This design comes from an exercise in tuning for small area on the open sky130 flow, not from production work.
The RTL was checked by simulation tests, not by an equivalence proof against the original design.
Power is estimated from default activity; no workload was simulated.

$ cat flow/run.sh
#!/bin/bash
# synth_recipe.tcl (not shown) runs the flow's synth.tcl, then flattens the netlist and writes it again
# the make line also repeats each setting of config.mk as NAME=value (left out here)
make -C /OpenROAD-flow-scripts/flow DESIGN_CONFIG=/design/flow/config.mk WORK_HOME=/design/flow/orfs CLKGATE_MAP_FILE= SYNTH_SCRIPT=/design/flow/synth_recipe.tcl finish
$ cat flow/config.mk
export PLATFORM = sky130hd
export DESIGN_NAME = top
export DESIGN_NICKNAME = top
export VERILOG_FILES = /design/flow/design.v
export SDC_FILE = /design/flow/constraint.sdc
export NUM_CORES = 4
export LEC_CHECK = 0
export CAP_MARGIN = 20
export CORE_MARGIN = 2
export CORE_UTILIZATION = 40
export PLACE_DENSITY = 0.6
export SLEW_MARGIN = 20
$ cat flow/constraint.sdc
create_clock -name core_clock -period 10.0 [get_ports {clk}]
set_input_delay 2.0000 -clock core_clock [delete_from_list [all_inputs] [get_ports {clk}]]
set_output_delay 2.0000 -clock core_clock [all_outputs]
set_load 0.01 [all_outputs]
$ cat flow/design.v
`timescale 1ns / 1ps
module myfifo
(
    input clk,
    input srst,
    input [7 : 0] din,
    input wr_en,
    input rd_en,
    output [7 : 0] dout,
    output full,
    output empty
);
    reg [7:0] mem [63:0];
    reg [5:0] wptr;
    reg [5:0] rptr;
    reg [6:0] count;
    reg [7:0] dout_reg;
    wire do_wr = wr_en && (count != 7'd64);
    wire do_rd = rd_en && (count != 7'd0);
    assign dout = dout_reg;
    assign full = (count == 7'd64);
    assign empty = (count == 7'd0);
    always @ (posedge clk) begin
        if(do_wr)
            mem[wptr] <= din;
    end
    always @ (posedge clk) begin
        if(srst) begin
            wptr <= 6'd0;
            rptr <= 6'd0;
            count <= 7'd0;
            dout_reg <= 8'd0;
        end
        else begin
            if(do_wr)
                wptr <= wptr + 6'd1;
            if(do_rd) begin
                dout_reg <= mem[rptr];
                rptr <= rptr + 6'd1;
            end
            count <= count + {6'd0, do_wr} - {6'd0, do_rd};
        end
    end
endmodule
`timescale 1 ns / 1 ns
module spi_slave_r
(
	input rst,
	input clk,
	input fifo_full,
	output [7:0] fifo_d,
	output fifo_w_en,
	input sclk,
	input sdin
);
	reg [1:0] sclk_edge;
	always @ (posedge clk) begin
		if(!rst) begin
			sclk_edge <= 2'b00;
		end
		else begin
			sclk_edge <= {sclk_edge[0],sclk};
		end
	end
	reg w_en_reg;
	reg [7:0] d_reg;
	assign fifo_w_en = w_en_reg;
	assign fifo_d = d_reg;
	reg [4:0] bit_index;
	reg [4:0] sta_cur;
	always @ (posedge clk) begin
		if(!rst) begin
			w_en_reg <= 1'b0;
			d_reg <= 8'd0;
			bit_index <= 5'd0;
			sta_cur <= 0;
		end
		else begin
			case(sta_cur)
				0 : begin
					d_reg <= 8'd0;
					bit_index <= 5'd0;
					sta_cur <= 1;
				end
				1 : begin
					if(sclk_edge == 2'b01) begin
						d_reg[0] <= sdin;
						sta_cur <= 2;
					end
				end
				2 : begin
					bit_index <= bit_index + 1;
					sta_cur <= 3;
				end	
				3 : begin
					if(bit_index == 8) begin
						if(fifo_full != 1)
							w_en_reg <= 1;
						sta_cur <= 4;
					end
					else begin
						d_reg <= {d_reg[6:0],1'b0};
						sta_cur <= 1;
					end
				end
				4 : begin
					w_en_reg <= 0;
					sta_cur <= 0;
				end
			endcase
		end
	end
endmodule
`timescale 1ns / 1ps
module depack
(
    input clk,
    input rst,
    input spi_sclk,
    input spi_din,
    input load,
    output crc_err,
    output ready,
    output [31:0] ftw_lower_1,
    output [31:0] ftw_upper_1,
    output [31:0] ftw_lower_2,
    output [31:0] ftw_upper_2,
    output [31:0] sweep_step,
    output [15:0] sweep_rate,
    output [31:0] resweep_period,
    output [2:0] mode,
    output rf_switch,
    output [7:0] tx_att,
    output [2:0] rx_ch_pwr_ctrl,
    output [7:0] rx_ch1_att,
    output [7:0] rx_ch2_att,
    output [7:0] rx_ch3_att,
    output [7:0] rx_ch1_pha,
    output [7:0] rx_ch2_pha,
    output [7:0] rx_ch3_pha,
    output [31:0] ct_period
);
    wire fifo_rst = ~rst;
    wire fifo_wr_en;
    wire fifo_rd_en;
    wire [7:0] fifo_din;
    wire [7:0] fifo_dout;
    wire fifo_full;
    wire fifo_empty;
    reg fifo_rd_en_reg;
    assign fifo_rd_en = fifo_rd_en_reg;
    myfifo rx_fifo_inst
    (
        .clk(clk),  
        .srst(fifo_rst),  
        .din(fifo_din),  
        .wr_en(fifo_wr_en),  
        .rd_en(fifo_rd_en),  
        .dout(fifo_dout),  
        .full(fifo_full),  
        .empty(fifo_empty)  
    );
    spi_slave_r spi_slave_r_inst
    (
        .rst(rst),
        .clk(clk),
        .fifo_full(fifo_full),
        .fifo_d(fifo_din),
        .fifo_w_en(fifo_wr_en),
        .sclk(spi_sclk),
        .sdin(spi_din)
    );
    reg [7:0] cmd [41:0];
    assign ftw_lower_1 = {cmd[2],cmd[3],cmd[4],cmd[5]};
    assign ftw_upper_1 = {cmd[6],cmd[7],cmd[8],cmd[9]};
    assign ftw_lower_2 = {cmd[10],cmd[11],cmd[12],cmd[13]};
    assign ftw_upper_2 = {cmd[14],cmd[15],cmd[16],cmd[17]};
    assign sweep_step = {cmd[18],cmd[19],cmd[20],cmd[21]};
    assign sweep_rate = {cmd[22],cmd[23]};
    assign resweep_period = {cmd[24],cmd[25],cmd[26],cmd[27]};
    assign mode = cmd[29][2:0];
    assign rf_switch = cmd[29][3];
    assign tx_att = cmd[28];
    assign rx_ch_pwr_ctrl = cmd[30][2:0];
    assign rx_ch1_att = cmd[31];
    assign rx_ch2_att = cmd[32];
    assign rx_ch3_att = cmd[33];
    assign rx_ch1_pha = cmd[34];
    assign rx_ch2_pha = cmd[35];
    assign rx_ch3_pha = cmd[36];
    assign ct_period = {cmd[37],cmd[38],cmd[39],cmd[40]};
    reg crc_err_reg;
    reg ready_reg;
    assign crc_err = crc_err_reg;
    assign ready = ready_reg;
    reg [4:0] sta_cur;
    reg [7:0] acc_res;
    reg [5:0] byte_index;
    integer k;
    always @ (posedge clk) begin
        if(!rst) begin
            crc_err_reg <= 0;
            ready_reg <= 0;
            fifo_rd_en_reg <= 0;
            for(k=0;k<42;k=k+1)
                cmd[k] <= 8'd0;
            sta_cur <= 0;
        end
        else begin
            case (sta_cur)
                0 : begin
                    byte_index <= 0;
                    acc_res <= 0;
                    sta_cur <= 1;
                end
                1 : begin
                    if(fifo_empty == 0)
                        sta_cur <=2;
                end
                2 : begin
                    fifo_rd_en_reg <= 1;
                    sta_cur <= 3;
                end
                3 : begin
                    fifo_rd_en_reg <= 0;
                    sta_cur <= 4;
                end
                4 : begin
                    cmd[byte_index] <= fifo_dout;
                    byte_index <= byte_index + 1;
                    sta_cur <= 5;
                end
                5 : begin
                    if(byte_index != 6'h2a) 
                        sta_cur <= 1;
                    else begin
                        byte_index <= 0;
                        if((cmd[0] == 8'heb) && (cmd[1] == 8'h90)) begin
                            acc_res <= 0;
                            sta_cur <= 6;
                        end
                        else sta_cur <= 9;
                    end
                end
                6 : begin 
                    acc_res <= acc_res + cmd[byte_index];
                    sta_cur <= 7;
                end
                7 : begin
                    byte_index <= byte_index + 1;
                    sta_cur <= 8;
                end
                8 : begin
                    if(byte_index != 6'h29)
                        sta_cur <= 6;
                    else begin
                        if(acc_res != cmd[41]) begin
                            crc_err_reg <= 1;
                            byte_index <= 0;
                            sta_cur <= 9;
                        end
                        else begin
                            crc_err_reg <= 0;
                            sta_cur <= 12;
                        end
                    end
                end
                9 : begin 
                    cmd[byte_index] <= cmd[byte_index+1];
                    sta_cur <= 10;
                end
                10 : begin
                    byte_index <= byte_index + 1;
                    sta_cur <= 11;
                end
                11 : begin
                    if(byte_index != 8'h29) 
                        sta_cur <= 9;
                    else sta_cur <= 1;
                end
                12 : begin
                    ready_reg <= 1;
                    sta_cur <= 13;
                end
                13 : begin
                    if(load) begin
                        ready_reg <= 0;  
                        sta_cur <= 0;
                    end
                end
            endcase
        end
    end
endmodule
`timescale 1ns / 1ps
module parallel_wr
    #(
		parameter [15 : 0] MAIN_CLOCK_PERIOD = 7,
        parameter [15 : 0] RD_DELAY_CLOCK_PERIOD = 40,
        parameter [15 : 0] WR_DELAY_CLOCK_PERIOD = 20,
		parameter [3 : 0] ADDR_WIDTH = 8,
		parameter [5 : 0] DATA_WIDTH = 8
	)
    (
        input rst,
		input clk,
		input load,
        input wr_cmd, 
		input [ADDR_WIDTH - 1 : 0] addr,
		input [DATA_WIDTH - 1 : 0] wdata,
        output [DATA_WIDTH - 1 : 0] rdata,
        output busy,
		output finish,
        output pwd, 
        output wr,
        output rd,
        output [ADDR_WIDTH - 1 : 0] p_addr,
		output [DATA_WIDTH - 1 : 0] p_wdata,
        input [DATA_WIDTH - 1 : 0] p_rdata,
        output data_tri_select
    );
    localparam [15 : 0] RD_DELAY_CLOCK_NUM = RD_DELAY_CLOCK_PERIOD / MAIN_CLOCK_PERIOD;
    localparam [15 : 0] WR_DELAY_CLOCK_NUM = WR_DELAY_CLOCK_PERIOD / MAIN_CLOCK_PERIOD;
    reg busy_reg;
	reg finish_reg;
    assign busy = busy_reg;
	assign finish = finish_reg;
    assign pwd = 0;
    reg wr_reg;
    reg rd_reg;
    assign wr = wr_reg;
    assign rd = rd_reg;
    reg [ADDR_WIDTH - 1 : 0] p_addr_reg;
    reg [DATA_WIDTH - 1 : 0] p_wdata_reg;
    reg data_tri_select_reg;
    assign p_addr = p_addr_reg;
    assign p_wdata = p_wdata_reg;
    assign data_tri_select = data_tri_select_reg;
    reg [DATA_WIDTH - 1 : 0] rdata_reg;
    assign rdata = rdata_reg;
    reg wr_cmd_reg;
    reg [15 : 0] delay_count;
    reg [7 : 0] fsm_state_cur;
    always @ (posedge clk) begin
        if(!rst) begin
            busy_reg <= 1'b0;
	        finish_reg <= 1'b1;
            wr_reg <= 1;
            rd_reg <= 1;
            p_addr_reg <= 0;
            p_wdata_reg <= 0;
            rdata_reg <= 0;
            data_tri_select_reg <= 0;
            fsm_state_cur <= 0;
        end
        else begin
            case(fsm_state_cur)
                0 : begin
                    delay_count <= 16'd0;
                    fsm_state_cur <= 1;
                end
                1 : begin
                    if(load) begin
                        wr_cmd_reg <= wr_cmd;
                        p_addr_reg <= addr;
                        p_wdata_reg <= wdata;
                        busy_reg <= 1;
                        finish_reg <= 0;
                        fsm_state_cur <= 2;
                    end
                end
                2 : begin
                    delay_count <= 16'd0;
                    data_tri_select_reg <= wr_cmd_reg;
                    if(wr_cmd_reg) begin
                        rd_reg <= 0;
                        fsm_state_cur <= 3;
                    end
                    else begin
                        wr_reg <= 0;
                        fsm_state_cur <= 6;
                    end         
                end
                3 : begin
                    delay_count <= delay_count + 16'd1;
                    if(delay_count == RD_DELAY_CLOCK_NUM) begin
                        rdata_reg <= p_rdata;
                        fsm_state_cur <= 4;
                    end
                end
                4 : begin
                    rd_reg <= 1; 
                    delay_count <= 0;
                    fsm_state_cur <= 5;
                end
                5 : begin
                    delay_count <= delay_count + 16'd1;
                    if(delay_count == RD_DELAY_CLOCK_NUM) begin
                        busy_reg <= 1'b0;
	                    finish_reg <= 1'b1;
                        fsm_state_cur <= 0;
                    end
                end
                6 : begin
                    delay_count <= delay_count + 16'd1;
                    if(delay_count == WR_DELAY_CLOCK_NUM)
                        fsm_state_cur <= 7;
                end 
                7 : begin
                    wr_reg <= 1; 
                    delay_count <= 0;
                    fsm_state_cur <= 8;
                end
                8 : begin
                    delay_count <= delay_count + 16'd1;
                    if(delay_count == WR_DELAY_CLOCK_NUM) begin
                        busy_reg <= 1'b0;
	                    finish_reg <= 1'b1;
                        fsm_state_cur <= 0;
                    end
                end
            endcase
        end
    end
endmodule
`timescale 1ns / 1ps
module ad9914_reg_wr
    #(
        parameter IO_UPDATE_DELAY_NUM = 2
    )
    (
		input clk,
        input rst,
        input load,
        input [7:0] reg_base_addr,
        input [31:0] reg_wvar,
        output [31:0] reg_rvar,
        input [3:0] reg_byte_num,
        output res,
        output busy,
        output finish,
        output io_update,
        output p_pwd, 
        output p_wr,
        output p_rd,
		output [7 : 0] p_addr,
		output [7 : 0] p_wdata,
        input [7 : 0] p_rdata,
        output data_tri_select
    );
    wire p_load;
    wire p_wr_cmd;
    wire [7 : 0] addr;
    wire [7 : 0] wdata;
    wire [7 : 0] rdata;
    wire p_busy;
    wire p_finish;
    reg p_load_reg;
    reg p_wr_cmd_reg;
    reg [7 : 0] addr_reg;
    reg [7 : 0] wdata_reg;
    assign p_load = p_load_reg;
    assign p_wr_cmd = p_wr_cmd_reg;
    assign addr = addr_reg;
    assign wdata = wdata_reg;
    parallel_wr parallel_wr_inst
    (
        .rst(rst),
		.clk(clk),
		.load(p_load),
        .wr_cmd(p_wr_cmd), 
		.addr(addr),
		.wdata(wdata),
        .rdata(rdata),
        .busy(p_busy),
		.finish(p_finish),
        .pwd(p_pwd), 
        .wr(p_wr),
        .rd(p_rd),
        .p_addr(p_addr),
		.p_wdata(p_wdata),
        .p_rdata(p_rdata),
        .data_tri_select(data_tri_select)
    );
    reg [7:0] reg_base_addr_reg;
    reg [7:0] reg_wvar_reg [3:0];
    reg [7:0] reg_rvar_reg [3:0];
    reg [3:0] reg_byte_num_reg;
    reg res_reg;
    reg busy_reg;
    reg finish_reg;
    reg io_update_reg;
    assign reg_rvar = {reg_rvar_reg[3],reg_rvar_reg[2],reg_rvar_reg[1],reg_rvar_reg[0]};
    assign res = res_reg;
    assign busy =busy_reg;
    assign finish = finish_reg;
    assign io_update = io_update_reg;
	reg [7 : 0] fsm_state_cur;
	reg [15 : 0] delay_count;
	reg [7 : 0] reg_index;
    always @ (posedge clk) begin
		if(!rst) begin
			p_load_reg <= 0;
			p_wr_cmd_reg <= 0;
            addr_reg <= 0;
            wdata_reg <= 0;
            reg_rvar_reg[0] <= 0;
            reg_rvar_reg[1] <= 0;
            reg_rvar_reg[2] <= 0;
            reg_rvar_reg[3] <= 0;
            res_reg <= 0;
            busy_reg <= 0;
            finish_reg <= 1;
            reg_index <= 0;
			io_update_reg <= 0;
			fsm_state_cur <= 0;
		end
		else begin
            case(fsm_state_cur)
                0:	begin
				    fsm_state_cur <= 1;
                end
                1 : begin
                    if(load) begin
                        reg_wvar_reg[0] <= reg_wvar[7:0];
					    reg_wvar_reg[1] <= reg_wvar[15:8];
					    reg_wvar_reg[2] <= reg_wvar[23:16];
					    reg_wvar_reg[3] <= reg_wvar[31:24];
                        reg_base_addr_reg <= (reg_base_addr << 2);
                        reg_byte_num_reg <= reg_byte_num - 1;
                        busy_reg <= 1;
                        finish_reg <= 0;
                        reg_index <= 0;
                        fsm_state_cur <= 2;
                    end
                end
                2 : begin 
                    if(p_finish) begin
                        wdata_reg <= reg_wvar_reg[reg_index];
                        addr_reg <= reg_base_addr_reg + reg_index;
                        p_wr_cmd_reg <= 0;
                        p_load_reg <= 1;
                        fsm_state_cur <= 3;
                    end
                end
                3 : begin
                    if(p_busy) begin
                        p_load_reg <= 0;
                        reg_index <= reg_index + 1;
                        if(reg_index == reg_byte_num_reg)
                            fsm_state_cur <= 4;
                        else fsm_state_cur <= 2;
                    end
                end
                4 : begin
                    if(p_finish) begin
                        delay_count <= 16'd0;
                        io_update_reg <= 1;
                        fsm_state_cur <= 5;
                    end
                end
                5 : begin
                    delay_count <= delay_count + 16'd1;
                    if(delay_count == IO_UPDATE_DELAY_NUM) begin
                        io_update_reg <= 0;
                        reg_index <= 0;
                        fsm_state_cur <= 6;
                    end
                end
                6 : begin
                    if(p_finish) begin
                        addr_reg <= reg_base_addr_reg + reg_index;
                        p_wr_cmd_reg <= 1;
                        p_load_reg <= 1;
                        fsm_state_cur <= 7;
                    end
                end
                7 : begin
                    if(p_busy) begin
                        p_load_reg <= 0;
                        fsm_state_cur <= 8;
                    end
                end
                8 : begin
                     if(p_finish) begin
                        reg_rvar_reg[reg_index] <= rdata;
                        reg_index <= reg_index + 1;
                        if(reg_index == reg_byte_num_reg)
                            fsm_state_cur <= 9;
                        else fsm_state_cur <= 6;
                     end
                end
                9 : begin
                    busy_reg <= 0;
                    finish_reg <= 1;
                    if((reg_wvar_reg[0] == reg_rvar_reg[0])
                        && (reg_wvar_reg[1] == reg_rvar_reg[1])
                        && (reg_wvar_reg[2] == reg_rvar_reg[2])
                        && (reg_wvar_reg[3] == reg_rvar_reg[3]))
                        res_reg <= 0;
                    else res_reg <= 1;
                    reg_index <= 0;
                    fsm_state_cur <= 0;
                end   
            endcase
        end
    end
endmodule
`timescale 1ns / 1ps
module ad9914_ctrl
#(
	parameter [7 : 0] MASTER_RESET_DELAY_NUM = 10
)
(
	input clk,
	input rst,
	input update,
	input [31 : 0] lower_limit,
	input [31 : 0] upper_limit,
	input [31 : 0] positive_step,
	input [15 : 0] positive_rate,
	input [31 : 0] resweep_period,
	output busy,
	output finish,
	output trig,
	output pre_trig,
	output resweep,
	output osk,
	input dover,
	output dhold,
	output io_update,
	output master_reset,
	output dctrl,
	output [2 : 0] profile_select,
	output [3 : 0] function_select,
	output p_pwd,
	output p_rd,
	output p_wr,
	output [7 : 0] p_addr,
	input [7 : 0] p_data_in,
	output [7 : 0] p_data_out,
	output p_data_tri_select
);
	wire p_load;
	wire [7:0] reg_base_addr;
	wire [31:0] reg_wvar;
	wire [31:0] reg_rvar;
	wire [3:0] reg_byte_num;
	wire p_res;
	wire p_busy;
	wire p_finish;
	reg p_load_reg;
	reg [7:0] reg_base_addr_reg;
	reg [31:0] reg_wvar_reg;
	reg [3:0] reg_byte_num_reg;
	assign p_load = p_load_reg;
	assign reg_base_addr = reg_base_addr_reg;
	assign reg_wvar = reg_wvar_reg;
	assign reg_byte_num = reg_byte_num_reg;
	ad9914_reg_wr ad9914_reg_wr_inst
    (
		.clk(clk),
        .rst(rst),
        .load(p_load),
        .reg_base_addr(reg_base_addr),
        .reg_wvar(reg_wvar),
        .reg_rvar(reg_rvar),
        .reg_byte_num(reg_byte_num),
        .res(p_res),
        .busy(p_busy),
        .finish(p_finish),
        .io_update(io_update),
        .p_pwd(p_pwd), 
        .p_wr(p_wr),
        .p_rd(p_rd),
		.p_addr(p_addr),
		.p_wdata(p_data_out),
        .p_rdata(p_data_in),
        .data_tri_select(p_data_tri_select)
    );
	assign function_select = 4'b0000;
	assign profile_select = 3'b000;
	assign dhold = 0;
	reg dctrl_reg;
	assign dctrl = dctrl_reg;
	reg pre_trig_reg;
	assign pre_trig = pre_trig_reg;
	assign master_reset = 1'b0;
	reg resweep_state;
	assign resweep = resweep_state;
	reg busy_reg;
	reg finish_reg;
	assign busy = busy_reg;
	assign finish = finish_reg;
	wire [31 : 0] sfr [3 : 0]; 
	assign sfr[3] = 32'h00_05_31_20;
	assign sfr[2] = 32'h00_00_19_1c;
	assign sfr[1] = 32'h00_04_29_00;
	assign sfr[0] = 32'h00_01_03_00;
	reg [31 : 0] lower_limit_reg;
	reg [31 : 0] upper_limit_reg;
	reg [31 : 0] positive_step_reg;
	reg [15 : 0] positive_rate_reg;
	reg [31 : 0] resweep_period_reg;
	reg [7 : 0] fsm_state_cur;
	reg [31 : 0] delay_count;
	reg [7 : 0] reg_index;
	reg fixed_freq_enable;
	reg osk_trig_enable;
	always @ (posedge clk) begin
		if(!rst) begin
			busy_reg <= 0;
			finish_reg <= 1;
			p_load_reg <= 0;
			reg_base_addr_reg <= 0;
			reg_wvar_reg <= 0;
			reg_byte_num_reg <= 0;	
			reg_index <= 0;	
			dctrl_reg <= 0;
			pre_trig_reg <= 0;
			fixed_freq_enable <= 0;
			osk_trig_enable <= 0;
			resweep_state <= 0;
			fsm_state_cur <= 0;
		end
		else case(fsm_state_cur)
			0 : begin
				dctrl_reg <= 0;
				pre_trig_reg <= 0;
				osk_trig_enable <= 0;
				resweep_state <= 0;
				reg_index <= 0;
				fsm_state_cur <= 1;
			end
			1 : begin
				if(update) begin
					lower_limit_reg <= lower_limit;
					upper_limit_reg <= upper_limit;
					positive_step_reg <= positive_step;
					positive_rate_reg <= positive_rate;
					resweep_period_reg <= resweep_period;
					busy_reg <= 1;
					finish_reg <= 0;
					fixed_freq_enable <= (positive_step == 0) ? 1 : 0;
					fsm_state_cur <= 3;
				end
			end
			3 : begin 
				if(p_finish) begin
					reg_wvar_reg <= sfr[reg_index];
					reg_base_addr_reg <= reg_index;
					reg_byte_num_reg <= 4;
					p_load_reg <= 1;
					fsm_state_cur <= 4;
				end	
			end
			4 : begin
				if(p_busy) begin
					p_load_reg <= 0;
					reg_index <= reg_index + 1;
					if(reg_index == 3)
						fsm_state_cur <= 5;
					else fsm_state_cur <= 3;	
				end
			end
			5 : begin 
				if(p_finish) begin
					reg_wvar_reg <= lower_limit_reg;
					reg_base_addr_reg <= reg_index;
					reg_byte_num_reg <= 4;
					p_load_reg <= 1;
					fsm_state_cur <= 6;
				end
			end
			6 : begin
				if(p_busy) begin
					p_load_reg <= 0;
					reg_index <= reg_index + 1;
					fsm_state_cur <= 7;
				end
			end
			7 : begin 
				if(p_finish) begin
					reg_wvar_reg <= upper_limit_reg;
					reg_base_addr_reg <= reg_index;
					reg_byte_num_reg <= 4;
					p_load_reg <= 1;
					fsm_state_cur <= 8;
				end
			end
			8 : begin
				if(p_busy) begin
					p_load_reg <= 0;
					reg_index <= reg_index + 1;
					fsm_state_cur <= 9;
				end
			end
			9 : begin 
				if(p_finish) begin
					reg_wvar_reg <= positive_step_reg;
					reg_base_addr_reg <= reg_index;
					reg_byte_num_reg <= 4;
					p_load_reg <= 1;
					fsm_state_cur <= 10;
				end
			end
			10 : begin
				if(p_busy) begin
					p_load_reg <= 0;
					reg_index <= reg_index + 2;
					fsm_state_cur <= 11;
				end
			end
			11 : begin 
				if(p_finish) begin
					reg_wvar_reg <= positive_rate_reg;
					reg_base_addr_reg <= reg_index;
					reg_byte_num_reg <= 4;
					p_load_reg <= 1;
					fsm_state_cur <= 12;
				end
			end
			12 : begin
				if(p_busy) begin
					p_load_reg <= 0;
					fsm_state_cur <= 13;
				end
			end
			13 : begin 
				if(p_finish) begin
					reg_wvar_reg <= 32'h0f_ff_00_00;
					reg_base_addr_reg <= 8'h0c;
					reg_byte_num_reg <= 4;
					p_load_reg <= 1;
					fsm_state_cur <= 14;
				end
			end
			14 : begin
				if(p_busy) begin
					p_load_reg <= 0;
					fsm_state_cur <= 15;
				end
			end
			15 : begin
				if(p_finish && (!p_res)) begin
					osk_trig_enable <= 1;
					fsm_state_cur <= 16;
				end
			end
			16 : begin
				pre_trig_reg <= 0; 
				if(p_finish) begin
					dctrl_reg <= 1;
					reg_wvar_reg <= sfr[1] | 32'h00_08_00_00;
					reg_base_addr_reg <= 8'h01;
					reg_byte_num_reg <= 4;
					p_load_reg <= 1;
					fsm_state_cur <= 17;
				end
			end
			17 : begin
				if(p_busy) begin
					p_load_reg <= 0;
					fsm_state_cur <= 18;
				end
			end
			18 : begin
				if(p_finish) begin
					busy_reg <= 0;
					finish_reg <= 1;
					dctrl_reg <= 0;
					delay_count <= 0;
					fsm_state_cur <= 19;
				end
			end
			19 : begin
				delay_count <= delay_count + 1;
				if(update)
					fsm_state_cur <= 0;
				else if((delay_count > resweep_period_reg) && (!fixed_freq_enable)) begin
					resweep_state <= 1;
					fsm_state_cur <= 16;
				end
				else if(delay_count > resweep_period_reg - 32'd40)
					pre_trig_reg <= 1;
			end
		endcase
	end
	wire resweep_osk_trig;
	assign resweep_osk_trig = resweep_state ? ~dover : 0;
	wire initsweep_osk_trig;
	reg initsweep_osk_trig_enable;
	reg [7:0] initsweep_osk_trig_delay_count;
	reg [3:0] initsweep_osk_trig_sta;
	always @ (posedge clk) begin
		if(!rst) begin
			initsweep_osk_trig_delay_count <= 0;
			initsweep_osk_trig_enable <= 0;
			initsweep_osk_trig_sta <= 0;
		end
		else case (initsweep_osk_trig_sta)
			0 : begin
				if(update) begin
					initsweep_osk_trig_enable <= 0;
					initsweep_osk_trig_delay_count <= 0;
					initsweep_osk_trig_sta <= 1;
				end
			end
			1 : begin
				initsweep_osk_trig_delay_count <= initsweep_osk_trig_delay_count + 1;
				if(initsweep_osk_trig_delay_count == 5) begin
					initsweep_osk_trig_sta <= 2;	
				end
			end
			2 : begin
				if(osk_trig_enable)
					initsweep_osk_trig_sta <= 3;
			end
			3 : begin
				if(io_update) begin
					initsweep_osk_trig_delay_count <= 0;
					initsweep_osk_trig_sta <= 4;
				end
			end
			4 : begin
				initsweep_osk_trig_delay_count <= initsweep_osk_trig_delay_count + 1;
				if(initsweep_osk_trig_delay_count == 5) begin
					initsweep_osk_trig_enable <= 1;
					initsweep_osk_trig_sta <= 0;	
				end
			end
		endcase
	end
	assign initsweep_osk_trig = initsweep_osk_trig_enable ? ~dover : 0;
	assign osk = (resweep_state ? resweep_osk_trig : initsweep_osk_trig) | fixed_freq_enable;
	assign trig = osk;
endmodule
`timescale 1ns / 1ps
module ds3502
(
    input clk,
    input rst,
    input load,
    input [7:0] reg_addr,
    input [7:0] reg_var,
    output reg busy,
    output [1:0] a,
    output reg scl,
    input sda_i,
    output reg sda_o,
    output reg sda_io_ctrl 
);
    assign a = 2'b00;
    reg [7:0] reg_addr_temp;
    reg [7:0] reg_var_temp;
    reg [7:0] fsm_state_cur;
    reg [15:0] delay_count;
    reg [7:0] i2c_addr_temp;
    reg [7:0] bit_temp;
    always @ (posedge clk) begin
        if(!rst) begin
            busy <= 1'b0;
            sda_io_ctrl <= 1'b0;
            scl <= 1'b1;
            sda_o <= 1'b1;
            delay_count <= 16'd0;
            fsm_state_cur <= 8'd0;
        end
        else begin
            case(fsm_state_cur)
                0 : begin
                    if(load) begin
                        reg_addr_temp <= reg_addr;
                        reg_var_temp <= reg_var;
                        busy <= 1'b1;
                        fsm_state_cur <= 8'd1;
                    end
                end
                1 : begin
                    sda_o <= 1'b0;
                    delay_count <= 16'd0;
                    fsm_state_cur <= 8'd2;
                end
                2 : begin
                    delay_count <= delay_count + 16'd1;
                    if(delay_count == 1410) begin
                        scl <= 1'b0;
                        delay_count <= 16'd0;
                        fsm_state_cur <= 8'd3;
                    end
                end
                3 : begin
                    delay_count <= delay_count + 16'd1;
                    if(delay_count == 1410) begin
                        i2c_addr_temp <= 8'h50;
                        bit_temp <= 8'd0;
                        fsm_state_cur <= 8'd4;
                    end
                end
                4 : begin
                    sda_o <= i2c_addr_temp[7];
                    bit_temp <= bit_temp + 8'd1;
                    delay_count <= 16'd0;
                    fsm_state_cur <= 8'd5;
                end
                5 : begin
                    delay_count <= delay_count + 16'd1;
                    if(delay_count == 1410) begin
                        scl <= 1'b1;
                        delay_count <= 16'd0;
                        fsm_state_cur <= 8'd6;
                    end
                end
                6 : begin
                    delay_count <= delay_count + 16'd1;
                    if(delay_count == 1410) begin
                        scl <= 1'b0;
                        delay_count <= 16'd0;
                        fsm_state_cur <= 8'd7;
                    end
                end
                7 : begin
                    delay_count <= delay_count + 16'd1;
                    if(delay_count == 1410) begin
                        if(bit_temp == 8'd8) begin
                            sda_io_ctrl <= 1'b1;
                            fsm_state_cur <= 8'd8;
                        end
                        else begin
                            i2c_addr_temp <= {i2c_addr_temp[6:0],1'b0};
                            fsm_state_cur <= 8'd4;
                        end
                    end
                end
                8 : begin
                    if(sda_i == 1'b0)
                        fsm_state_cur <= 8'd9;
                    else fsm_state_cur <= 8'd28;
                end
                9 : begin
                    scl <= 1'b1;
                    delay_count <= 16'd0;
                    fsm_state_cur <= 8'd10;
                end
                10 : begin
                    delay_count <= delay_count + 16'd1;
                    if(delay_count == 1410) begin
                        scl <= 1'b0;
                        sda_io_ctrl <= 1'b0;
                        delay_count <= 16'd0;
                        fsm_state_cur <= 8'd11;
                    end 
                end
                11 : begin
                    delay_count <= delay_count + 16'd1;
                    if(delay_count == 1410) begin
                        bit_temp <= 8'd0;
                        fsm_state_cur <= 8'd12;
                    end 
                end
                12 : begin
                    sda_o <= reg_addr_temp[7];
                    bit_temp <= bit_temp + 8'd1;
                    delay_count <= 16'd0;
                    fsm_state_cur <= 8'd13;
                end
                13: begin
                    delay_count <= delay_count + 16'd1;
                    if(delay_count == 1410) begin
                        scl <= 1'b1;
                        delay_count <= 16'd0;
                        fsm_state_cur <= 8'd14;
                    end
                end
                14 : begin
                    delay_count <= delay_count + 16'd1;
                    if(delay_count == 2820) begin
                        scl <= 1'b0;
                        delay_count <= 16'd0;
                        fsm_state_cur <= 8'd15;
                    end
                end
                15 : begin
                    delay_count <= delay_count + 16'd1;
                    if(delay_count == 1410) begin
                        if(bit_temp == 8'd8) begin
                            sda_io_ctrl <= 1'b1;
                            fsm_state_cur <= 8'd16;
                        end
                        else begin
                            reg_addr_temp <= {reg_addr_temp[6:0],1'b0};
                            fsm_state_cur <= 8'd12;
                        end
                    end
                end
                16 : begin
                    if(sda_i == 1'b0)
                        fsm_state_cur <= 8'd17;
                    else  fsm_state_cur <= 8'd28;
                end
                17 : begin
                    scl <= 1'b1;
                    delay_count <= 16'd0;
                    fsm_state_cur <= 8'd18;
                end
                18 : begin
                    delay_count <= delay_count + 16'd1;
                    if(delay_count == 1410) begin
                        scl <= 1'b0;
                        sda_io_ctrl <= 1'b0;
                        delay_count <= 16'd0;
                        fsm_state_cur <= 8'd19;
                    end 
                end
                19 : begin
                    delay_count <= delay_count + 16'd1;
                    if(delay_count == 1410) begin
                        bit_temp <= 8'd0;
                        fsm_state_cur <= 8'd20;
                    end 
                end
                20 : begin
                    sda_o <= reg_var_temp[7];
                    bit_temp <= bit_temp + 8'd1;
                    delay_count <= 16'd0;
                    fsm_state_cur <= 8'd21;
                end
                21: begin
                    delay_count <= delay_count + 16'd1;
                    if(delay_count == 1410) begin
                        scl <= 1'b1;
                        delay_count <= 16'd0;
                        fsm_state_cur <= 8'd22;
                    end
                end
                22 : begin
                    delay_count <= delay_count + 16'd1;
                    if(delay_count == 2820) begin
                        scl <= 1'b0;
                        delay_count <= 16'd0;
                        fsm_state_cur <= 8'd23;
                    end
                end
                23 : begin
                    delay_count <= delay_count + 16'd1;
                    if(delay_count == 1410) begin
                        if(bit_temp == 8'd8) begin
                            sda_io_ctrl <= 1'b1;
                            fsm_state_cur <= 8'd24;
                        end
                        else begin
                            reg_var_temp <= {reg_var_temp[6:0],1'b0};
                            fsm_state_cur <= 8'd20;
                        end
                    end
                end
                24 : begin
                    if(sda_i == 1'b0)
                        fsm_state_cur <= 8'd25;
                    else fsm_state_cur <= 8'd28;
                end
                25 : begin
                    scl <= 1'b1;
                    delay_count <= 16'd0;
                    fsm_state_cur <= 8'd26;
                end
                26 : begin
                    delay_count <= delay_count + 16'd1;
                    if(delay_count == 1410) begin
                        scl <= 1'b0;
                        sda_io_ctrl <= 1'b0;
                        delay_count <= 16'd0;
                        fsm_state_cur <= 8'd27;
                    end 
                end
                27 : begin
                    delay_count <= delay_count + 16'd1;
                    if(delay_count == 1410)
                        fsm_state_cur <= 8'd28;
                end
                28 : begin
                    sda_io_ctrl <= 1'b0;
                    sda_o <= 1'b0;
                    delay_count <= 16'd0;
                    fsm_state_cur <= 8'd29;
                end
                29 : begin
                    delay_count <= delay_count + 16'd1;
                    if(delay_count == 1410) begin
                        scl <= 1'b1;
                        delay_count <= 16'd0;
                        fsm_state_cur <= 8'd30;
                    end 
                end
                30 : begin
                    delay_count <= delay_count + 16'd1;
                    if(delay_count == 1410) begin
                        sda_o <= 1'b1;
                        busy <= 1'b0;
                        fsm_state_cur <= 8'd0;
                    end
                end
            endcase
        end
    end
endmodule
`timescale 1ns / 1ps
module work_flow
(
    input clk,
    input rst,
    input [31:0] ct_period,
    input [1:0] tv_mode,
    input ad9914_update_1,
    input ad9914_update_2,
    input ad9914_osk_2_temp,
    input ad9914_trig_1,
    input ad9914_pre_trig_1,
    input [2:0] rx_ch_pwr_ctrl,
    output ad9914_osk_2,
    output tr,
    output tr_pwr,
    output lo,
    output tv,
    output [2:0] rx_ch_ctrl
);
    reg [1:0] ad9914_update_1_edge;
    reg [1:0] ad9914_update_2_edge;
    reg [1:0] ad9914_trig_1_edge;
    reg [1:0] ad9914_pre_trig_1_edge;
    always @ (posedge clk) begin
        if(!rst) begin
            ad9914_update_1_edge <= 2'b00;
            ad9914_update_2_edge <= 2'b00;
            ad9914_trig_1_edge <= 2'b00;
            ad9914_pre_trig_1_edge <= 2'b00;
        end
        else begin
        ad9914_update_1_edge <= {ad9914_update_1_edge[0],ad9914_update_1};
        ad9914_update_2_edge <= {ad9914_update_2_edge[0],ad9914_update_2};
        ad9914_trig_1_edge <= {ad9914_trig_1_edge[0],ad9914_trig_1};
        ad9914_pre_trig_1_edge <= {ad9914_pre_trig_1_edge[0],ad9914_pre_trig_1};
        end
    end
    reg ct_enable;
    reg [31:0] ct_delay_count;
    reg [31:0] ct_period_reg;
    reg [5:0] ct_fsm_sta;
    always @ (posedge clk) begin
        if(!rst) begin
            ct_delay_count <= 32'd0;
            ct_enable <= 1'b0;
            ct_period_reg <= 32'd0;
            ct_fsm_sta <= 0;
        end
        else if(ad9914_update_2_edge == 2'b01) begin
            ct_enable <= 1'b1;
            ct_period_reg <= ct_period;
            ct_delay_count <= 0;
        end
        else if(ct_delay_count > ct_period_reg) begin
            ct_enable <= 1'b0;
        end
        else if(ct_enable) begin
            ct_delay_count <= ct_delay_count + 8'd1;
        end
    end
    reg [7:0] tv_sw_count;
    reg tv_sw;
    reg tv_sw_enable;
    reg tr_sw;
    always @ (posedge clk) begin
        if(!rst) begin
            tv_sw_count <= 8'd0;
            tv_sw <= 1'b1;
            tv_sw_enable <= 1'b0;
            tr_sw <= 1'b0;
        end
        else if(ad9914_update_1_edge == 2'b01) begin
            tv_sw_count <= 8'd0;
            tv_sw <= 1'b1;
            tv_sw_enable <= 1'b1;
        end
        else if(ad9914_pre_trig_1_edge == 2'b01) begin
            tv_sw_count <= 8'd0;
            tv_sw_enable <= 1'b1;
        end
        else if(tv_sw_count > 8'd10) begin
            if(tv_mode == 2'b11)
                tv_sw <= ~tv_sw;
            else tv_sw <= 1'b0;
            tv_sw_enable <= 1'b0;
            tv_sw_count <= 8'd0;
            tr_sw <= ct_enable ? 1'b1 : 1'b0;
        end
        else if(tv_sw_enable) begin
            tv_sw_count <= tv_sw_count + 8'd1;
        end
    end
    reg [7:0] tr_pwr_off_count;
    reg tr_pwr_on;
    reg tr_pwr_enable;
    always @ (posedge clk) begin
        if(!rst) begin
            tr_pwr_off_count <= 8'd0;
            tr_pwr_on <= 1'b0;
            tr_pwr_enable <= 1'b0;
        end
        else if((ad9914_update_1_edge == 2'b01) || (ad9914_pre_trig_1_edge == 2'b01)) begin
            tr_pwr_off_count <= 8'd0;
            tr_pwr_on <= 1'b0;
            tr_pwr_enable <= 1'b1;
        end
        else if(ad9914_trig_1_edge == 2'b10) begin
            tr_pwr_on <= 1'b0;
            tr_pwr_enable <= 1'b0;
            tr_pwr_off_count <= 8'd0;
        end
        else if(tr_pwr_off_count > 8'd20) begin
            tr_pwr_on <= 1'b1;
            tr_pwr_enable <= 1'b0;
        end
        else if(tr_pwr_enable) begin
            tr_pwr_off_count <= tr_pwr_off_count + 8'd1;
        end
    end
    assign tv = tv_sw;
    assign tr_pwr = tr_pwr_on;
    assign tr = tr_sw;
    assign lo = tr;
    assign ad9914_osk_2 = ct_enable ? ad9914_osk_2_temp : 1'b0;
    assign rx_ch_ctrl = ct_enable ? {~rx_ch_pwr_ctrl[2], ~rx_ch_pwr_ctrl[1],~rx_ch_pwr_ctrl[0]}: 3'b111;
endmodule
`timescale 1ns / 1ps
module top
(
    input clk,
    input rst_n,
    input spi_sclk,
    input spi_din,
    output tr_pwr_p,
    output tr_pwr_n,
    output tr,
    output lo,
    output t_bite,
    output [5:0] tx_att,
    output tv,
    output [2:0] rx_ch_pwr_ctrl,
    output [2:0] rx_ch_ctrl,
    output [2:0] scl,
    input [2:0] sda_i,
    output [2:0] sda_o,
    output [2:0] sda_t,
    output [2:0] a0,
    output [2:0] a1,
    output [5:0] rx_ch1_pha,
    output [5:0] rx_ch2_pha,
    output [5:0] rx_ch3_pha,
    output trig,
    output osk_1,
    input dover_1,
    output dhold_1,
    output io_update_1,
    output master_reset_1,
    output dctrl_1,
    output [2 : 0] profile_select_1,
    output [3 : 0] function_select_1,
    output p_pwd_1,
    output p_rd_1,
    output p_wr_1,
    output [7 : 0] p_addr_1,
    input [7 : 0] p_data_in_1,
    output [7 : 0] p_data_out_1,
    output p_data_t_1,
    output osk_2,
    input dover_2,
    output dhold_2,
    output io_update_2,
    output master_reset_2,
    output dctrl_2,
    output [2 : 0] profile_select_2,
    output [3 : 0] function_select_2,
    output p_pwd_2,
    output p_rd_2,
    output p_wr_2,
    output [7 : 0] p_addr_2,
    input [7 : 0] p_data_in_2,
    output [7 : 0] p_data_out_2,
    output p_data_t_2
);
	wire rst;
    assign rst = rst_n;
    wire depack_load;
    wire depack_ready;
    wire depack_crc_err;
    wire [31:0] depack_ftw_lower_1;
    wire [31:0] depack_ftw_upper_1;
    wire [31:0] depack_ftw_lower_2;
    wire [31:0] depack_ftw_upper_2;
    wire [31:0] depack_sweep_step;
    wire [15:0] depack_sweep_rate;
    wire [31:0] depack_resweep_period;
    wire [2:0] depack_mode;
    wire depack_rf_switch;
    wire [7:0] depack_tx_att;
    wire [2:0] depack_rx_ch_pwr_ctrl;
    wire [7:0] depack_rx_ch1_att;
    wire [7:0] depack_rx_ch2_att;
    wire [7:0] depack_rx_ch3_att;
    wire [7:0] depack_rx_ch1_pha;
    wire [7:0] depack_rx_ch2_pha;
    wire [7:0] depack_rx_ch3_pha;
    wire [31:0] depack_ct_period;
    depack depack_inst
    (
        .clk(clk),
        .rst(rst),
        .spi_sclk(spi_sclk),
        .spi_din(spi_din),
        .load(depack_load),
        .crc_err(depack_crc_err),
        .ready(depack_ready),
        .ftw_lower_1(depack_ftw_lower_1),
        .ftw_upper_1(depack_ftw_upper_1),
        .ftw_lower_2(depack_ftw_lower_2),
        .ftw_upper_2(depack_ftw_upper_2),
        .sweep_step(depack_sweep_step),
        .sweep_rate(depack_sweep_rate),
        .resweep_period(depack_resweep_period),
        .mode(depack_mode),
        .rf_switch(depack_rf_switch),
        .tx_att(depack_tx_att),
        .rx_ch_pwr_ctrl(depack_rx_ch_pwr_ctrl),
        .rx_ch1_att(depack_rx_ch1_att),
        .rx_ch2_att(depack_rx_ch2_att),
        .rx_ch3_att(depack_rx_ch3_att),
        .rx_ch1_pha(depack_rx_ch1_pha),
        .rx_ch2_pha(depack_rx_ch2_pha),
        .rx_ch3_pha(depack_rx_ch3_pha),
        .ct_period(depack_ct_period)
    );
    assign tx_att = depack_tx_att[5:0];
    assign rx_ch_pwr_ctrl = depack_rx_ch_pwr_ctrl;
    wire [2:0] ds3502_load;
    wire [2:0] ds3502_busy;
    wire [2:0] ds3502_sda_i;
    wire [2:0] ds3502_sda_o;
    wire [2:0] sda_io_ctrl;
    assign ds3502_sda_i = sda_i;
    assign sda_o = ds3502_sda_o;
    assign sda_t = sda_io_ctrl;
    ds3502 ds3502_inst_0
    (
        .clk(clk),
        .rst(rst),
        .load(depack_ready),
        .reg_addr(8'd0),
        .reg_var(depack_rx_ch1_att),
        .busy(ds3502_busy[0]),
        .a({a1[0],a0[0]}),
        .scl(scl[0]),
        .sda_i(ds3502_sda_i[0]),
        .sda_o(ds3502_sda_o[0]),
        .sda_io_ctrl(sda_io_ctrl[0]) 
    );
    ds3502 ds3502_inst_1
    (
        .clk(clk),
        .rst(rst),
        .load(depack_ready),
        .reg_addr(8'd0),
        .reg_var(depack_rx_ch2_att),
        .busy(ds3502_busy[1]),
        .a({a1[1],a0[1]}),
        .scl(scl[1]),
        .sda_i(ds3502_sda_i[1]),
        .sda_o(ds3502_sda_o[1]),
        .sda_io_ctrl(sda_io_ctrl[1]) 
    );
    ds3502 ds3502_inst_2
    (
        .clk(clk),
        .rst(rst),
        .load(depack_ready),
        .reg_addr(8'd0),
        .reg_var(depack_rx_ch3_att),
        .busy(ds3502_busy[2]),
        .a({a1[2],a0[2]}),
        .scl(scl[2]),
        .sda_i(ds3502_sda_i[2]),
        .sda_o(ds3502_sda_o[2]),
        .sda_io_ctrl(sda_io_ctrl[2]) 
    );
    assign rx_ch1_pha = depack_rx_ch1_pha[5:0];
    assign rx_ch2_pha = depack_rx_ch2_pha[5:0];
    assign rx_ch3_pha = depack_rx_ch3_pha[5:0];
    wire ad9914_update_1;
    wire ad9914_busy_1;
    wire ad9914_finish_1;
    wire ad9914_trig_1;
    wire ad9914_pre_trig_1;
    wire p_data_tri_select_1;
    assign p_data_t_1 = p_data_tri_select_1;
    wire resweep_1;
    ad9914_ctrl ad9914_ctrl_inst1
	(
		.clk(clk),
		.rst(rst),
		.update(ad9914_update_1),
		.lower_limit(depack_ftw_lower_1),
		.upper_limit(depack_ftw_upper_1),
		.positive_step(depack_sweep_step),
		.positive_rate(depack_sweep_rate),
		.resweep_period(depack_resweep_period),
		.busy(ad9914_busy_1),
		.finish(ad9914_finish_1),
		.trig(ad9914_trig_1),
        .pre_trig(ad9914_pre_trig_1),
        .resweep(resweep_1),
		.osk(osk_1),
		.dover(dover_1),
		.dhold(dhold_1),
		.io_update(io_update_1),
		.master_reset(master_reset_1),
		.dctrl(dctrl_1),
		.profile_select(profile_select_1),
		.function_select(function_select_1),
		.p_pwd(p_pwd_1),
		.p_rd(p_rd_1),
		.p_wr(p_wr_1),
		.p_addr(p_addr_1),
		.p_data_in(p_data_in_1),
		.p_data_out(p_data_out_1),
		.p_data_tri_select(p_data_tri_select_1)
	);
    wire ad9914_update_2;
    wire ad9914_busy_2;
    wire ad9914_finish_2;
    wire ad9914_trig_2;
    wire p_data_tri_select_2;
    assign p_data_t_2 = p_data_tri_select_2;
    wire osk_2_temp;
    ad9914_ctrl ad9914_ctrl_inst2
	(
		.clk(clk),
		.rst(rst),
		.update(ad9914_update_2),
		.lower_limit(depack_ftw_lower_2),
		.upper_limit(depack_ftw_upper_2),
		.positive_step(depack_sweep_step),
		.positive_rate(depack_sweep_rate),
		.resweep_period(depack_resweep_period),
		.busy(ad9914_busy_2),
		.finish(ad9914_finish_2),
		.trig(ad9914_trig_2),
        .pre_trig(),
        .resweep(),
		.osk(osk_2_temp),
		.dover(dover_2),
		.dhold(dhold_2),
		.io_update(io_update_2),
		.master_reset(master_reset_2),
		.dctrl(dctrl_2),
		.profile_select(profile_select_2),
		.function_select(function_select_2),
		.p_pwd(p_pwd_2),
		.p_rd(p_rd_2),
		.p_wr(p_wr_2),
		.p_addr(p_addr_2),
		.p_data_in(p_data_in_2),
		.p_data_out(p_data_out_2),
		.p_data_tri_select(p_data_tri_select_2)
	);
    wire tr_pwr;
    work_flow work_flow_inst
    (
        .clk(clk),
        .rst(rst),
        .ct_period(depack_ct_period),
        .tv_mode(depack_mode[1:0]),
        .ad9914_update_1(ad9914_update_1),
        .ad9914_update_2(ad9914_update_2),
        .ad9914_osk_2_temp(osk_2_temp),
        .ad9914_trig_1(ad9914_trig_1),
        .ad9914_pre_trig_1(ad9914_pre_trig_1),
        .rx_ch_pwr_ctrl(depack_rx_ch_pwr_ctrl),
        .ad9914_osk_2(osk_2),
        .tr(tr),
        .tr_pwr(tr_pwr),
        .lo(lo),
        .tv(tv),
        .rx_ch_ctrl(rx_ch_ctrl)
    );
    assign tr_pwr_p = tr_pwr & depack_rf_switch;
    assign tr_pwr_n = ~tr_pwr_p;
    assign t_bite = ~tr;
    assign trig = ad9914_trig_1;
    reg depack_load_reg;
    reg ad9914_update_1_reg;
    reg ad9914_update_2_reg;
    assign depack_load = depack_load_reg;
    assign ad9914_update_1 = ad9914_update_1_reg;
    assign ad9914_update_2 = ad9914_update_2_reg;
    reg [3:0] main_proc_sta;
    always @ (posedge clk) begin
        if(!rst) begin 
            depack_load_reg <= 0;
            ad9914_update_1_reg <= 0;
            ad9914_update_2_reg <= 0;
            main_proc_sta <= 0;
        end
        else begin
            case (main_proc_sta)
                0 : begin
                    if(depack_ready)
                        main_proc_sta <= 1;
                end
                1 : begin
                    if(ad9914_finish_1 && ad9914_finish_2)
                        main_proc_sta <= 2;
                end
                2 : begin
                    ad9914_update_1_reg <= 1;
                    if(depack_mode[2] == 1'b1)
                        ad9914_update_2_reg <= 1;
                    main_proc_sta <= 3;
                end
                3 : begin
                    if(ad9914_busy_1 && (ad9914_busy_2 || (~depack_mode[2]))) begin
                        ad9914_update_1_reg <= 0;
                        ad9914_update_2_reg <= 0;
                        main_proc_sta <= 4;
                    end
                end
                4 : begin
                    if(ad9914_finish_1 && ad9914_finish_2)
                        main_proc_sta <= 5;
                end
                5 : begin
                    depack_load_reg <= 1;
                    main_proc_sta <= 6;
                end
                6 : begin
                    if(!depack_ready) begin
                        depack_load_reg <= 0;
                        main_proc_sta <= 0;
                    end
                end
            endcase
        end
    end
endmodule
==> results.yml <==
final_layout:
  final_area_um2: 112000
  instances_no_fill: 11357
  largestRegisters: "depack_inst.cmd (512), depack_inst.rx_fifo_inst.mem (512)"
  drive_above_1_share_pct: 13.0
  utilization_pct: 45.0
  syn2layout_area_growth_pct: 11.9
  nets: 8059
worst_setup_path:
  crit_top_cell: "clkdlybuf4s50_1"
  crit_path_cell_trace: "clkdlybuf4s50_1 -> o21bai_1 -> buf_4 -> clkdlybuf4s50_1"
  critPathBufInv: 3
  regToRegStartpoint: "depack_inst.byte_index[1]$_DFFE_PP_"
  crit_path_end_kind: "output pin"
  cp_slowest_cell: "clkdlybuf4s50_1"
  r2r_cells: 10
  reg2reg_slack_ns: 4.56
  crit_family: "buffers and inverters"
  critical_path_class: "input pin to output pin"
  crit_required_ns: 8.00
  max_stage_delay_ns: 0.56
  crit_arrival_ns: 3.74
  cp_max_fo: 3
  worst_setup_path_start_kind: "input pin"
  r2r_end: "depack_inst.cmd[53][4]$_DFFE_PP_"
logic_synthesis:
  netlist_area_um2: 99800
  yosys_warnings: 10
  synth_area_per_cell_um2: 12.7
  synth_area_leader_cell: "edfxtp_1"
  synth_cell_types: 95
  synth_top_area_share_pct: 49.9
  syn_inst: 7839
  synth_ff_type: "edfxtp_1"
  synth-seq-cells: 2165
  yosysSeqAreaShare_pct: 60.0
  synth_area_leaders: "edfxtp_1 (50%), dfxtp_1 (10%), mux4_2 (10%), nor2_1 (4.1%), ha_1 (2.7%)"
  synth_edf_count: 1658
  postSynth.asyncResetShare_pct: 0
power:
  worst_ir_drop_vdd_v: 0.000167
  total_power_mw: 24.1
  p_leak_nw: 37.1
  powerDensity_nw_per_um2: 215
timing:
  slew_headroom_pct: 21.2
  final-hold-violation-count: 0
  slew_violations: 0
  fin_setup_tns_ns: 0
  rsz0062_at_grt: "no"
  min_period_ns: 5.74
  clock_skew_ns: 0.103
  max_freq_ghz: 0.174
  setup-violations-final: 0
  tightest_slew_ns: 1.18
  fin_crit_sh_pct: 57.4
min_path:
  min_path_type: "flip-flop to flip-flop"
  hold-path-cell-count: 0
  hold_start: "ad9914_ctrl_inst2.reg_base_addr_reg[4]$_SDFFE_PN0P_"
cts:
  tritoncts: "yes"
  max-clock-path-buffers: 3
  numCtsBuffers: 226
  clk_pin_slew_ns: 0.06
  clock_latency_ns: 0.93
  cts_setup_buffers: 0
  cts_root_buffer: "clkbuf_16"
  cts_resized: 0
  cts_sinks: 2165
  cts_max_level: 4
  hold_buffers: 0
outcome:
  status: "no timing/DRC/antenna violations"
floorplan:
  core_area_um2: 248000
  num_io_pins: 141
  die_w_um: 504
  die_h_um: 504
  dieArea_um2: 254000
  start_util_pct: 40.2
  row_count: 183
detailed_routing:
  drt_first_pass_iters: 9
  ant_nets: 0
  drc: 0
  wl_per_cell_um: 24.1
  initialDrtViolationCount: 7897
  via_count: 65121
  viasPerCell: 5.73
  wl_mm: 273
place:
  dp.cells: 10918
  place_congestion: 0.952
  placed_area_um2: 104000
  place.port_buffers: 114
  dp_hpwl_mm: 188
grt:
  grt-ovfl-total: 0
  gr-usage-all-layers_pct: 21.2
  grt_pass1_wl_mm: 405
  grt_max_degree: 94
  antenna_found_initial: 16
  grt_pass1_vias: 62393
job:
  cap_violations: 0
==> power breakdown <==
part           switching (mW)  internal [mW]
logic                    2.64           1.87
clock network            3.70           5.06
registers               0.670           10.1
==> cell families after synthesis <==
group                      count (synthesis)  synth area share (%)
adders and majority gates                219                  2.77
other                                      1               0.00376
AOI/OAI and AO/OA                       1112                  7.18
muxes                                    520                  10.9
DFF                                     2165                  60.0
xor gates and xnor gates                 363                  3.20
buffers and inverters                    736                  3.46
and+or+nand+nor                         2723                  12.4
==> final cells by class <==
type,count,area (um2)
repair buffers,219,1970
fillers,22190,137000
flip-flops and latches,2165,60000
clock buffers,291,6300
diodes,9,22.5
multi-input cells,4967,36800
clock inverters,138,1590
well taps,3330,4170
inverters,238,901
==> cell usage in the layout (no fill, tap or decap), drive strengths merged, types with 27 or more instances in the layout <==
master / instances
nor4: 60
buf: 105
nand3: 206
nor2: 1095
clkinv: 99
a211oi: 34
dfxtp: 507
o21ai: 192
xnor2: 134
and2: 104
a221oi: 27
or3: 38
mux4: 451
nand2b: 61
a21o: 36
nand4: 77
mux2i: 45
clkdlybuf4s50: 113
edfxtp: 1658
a21oi: 421
a31oi: 52
inv: 248
ha: 213
nand2: 707
conb: 30
nor3: 114
xor2: 229
a222oi: 32
nor2b: 47
a22oi: 81
o211ai: 31
clkbuf: 292
and3: 90
==> worst reg2reg max path: stages (launching register included) <==
cell and delay, ns:
edfxtp_1 0.66, ha_4 0.92, buf_4 0.72, mux4_2 0.45, nand2_1 0.08, nand3_1 0.14
a31oi_1 0.56, nor2_1 0.17, a221oi_4 0.21, buf_4 0.74, inv_2 0.38
==> stage by stage <==
stage | hold WS, ns | worst slack, ns
final | 0.427 | 4.26
after global routing | 0.435 | 4.22
after CTS | 0.419 | 4.21
after detailed placement | 0.410 | 4.22
after global placement | 0.414 | 4.21
after floorplan | 0.403 | 2.47
==> Yosys cell counts (17+ instances only) <==
cell      count
clkbuf_1    279
a22oi_1      81
mux2_2       24
mux4_2      448
nor3_1      111
nor4_1       59
and3_1       89
nand2_1     707
o22ai_1      26
xnor2_1     132
nor2b_1      47
a41oi_1      18
o21ai_0     186
a221oi_1     19
buf_6        42
buf_4        77
or3_1        38
buf_2        71
nand3_1     206
xor2_1      229
a222oi_1     32
or2_2        17
inv_1       229
nand2b_1     61
o21a_1       17
buf_1        29
a31oi_1      52
a211oi_1     34
dfxtp_1     507
and4_1       23
nand4_1      76
o211ai_1     30
a311oi_1     26
edfxtp_1   1658
a21oi_1     420
mux2i_1      45
nor3b_1      17
a21o_1       36
ha_1        213
and2_1      102
nor2_1     1095
==> per-layer routing <==
| layer | part of all wire (%) | wire [um] | vias up | track usage, % |
|---|---|---|---|---|
| met3 | 9.6 | 26200 | 535 | 4.77 |
| met2 | 45 | 123000 | 3063 | 32.4 |
| met4 | 4.1 | 11300 | 10 | 8.59 |
| li1 | - | - | 29069 | - |
| met1 | 41 | 113000 | 32444 | 29.3 |
| met5 | 0.024 | 65 | - | 0 |
==> worst max path at each step <==
stage | to | start | cells after the start | slack, ns
global placement | trig | dover_1 | 4 | 4.21
CTS | trig | dover_1 | 4 | 4.21
detailed placement | trig | dover_1 | 4 | 4.22
finish | trig | dover_1 | 4 | 4.26
floorplan | ad9914_ctrl_inst2.lower_limit_reg[0]$_DFFE_PP_ | rst_n | 4 | 2.47
global route | osk_1 | dover_1 | 4 | 4.22

what the ideal ports hide:
The results above use ideal ports. As a check the final layout listed here was re-extracted and re-timed, cells and wires unchanged.
Step 1 assumes that a clkbuf_16 drives the clock port and a buf_2 every other input.
Step 2 adds t to the input delays and takes it off the output delays; t is the mean of the earliest and latest rising clock arrival at the registers after step 1. Input paths then give back, and output paths get back, about the clock's delay inside the block.
a / b / c = ideal ports / drivers / drivers and shift; a / b = the first two.
shift t [ns]: 0.972
setup slack, ns: 4.256 / 4.232 / 4.232
worst hold slack (ns): 0.427 / 0.427 / 0.427
slew at the worst register clock pin (ns): 0.07 / 0.07
worst data-port slew with drivers (ns): 0.15
After both steps this run still meets setup and hold. For this run, drivers alone change the setup slack by -0.024 ns; drivers and shift together by -0.024 ns.
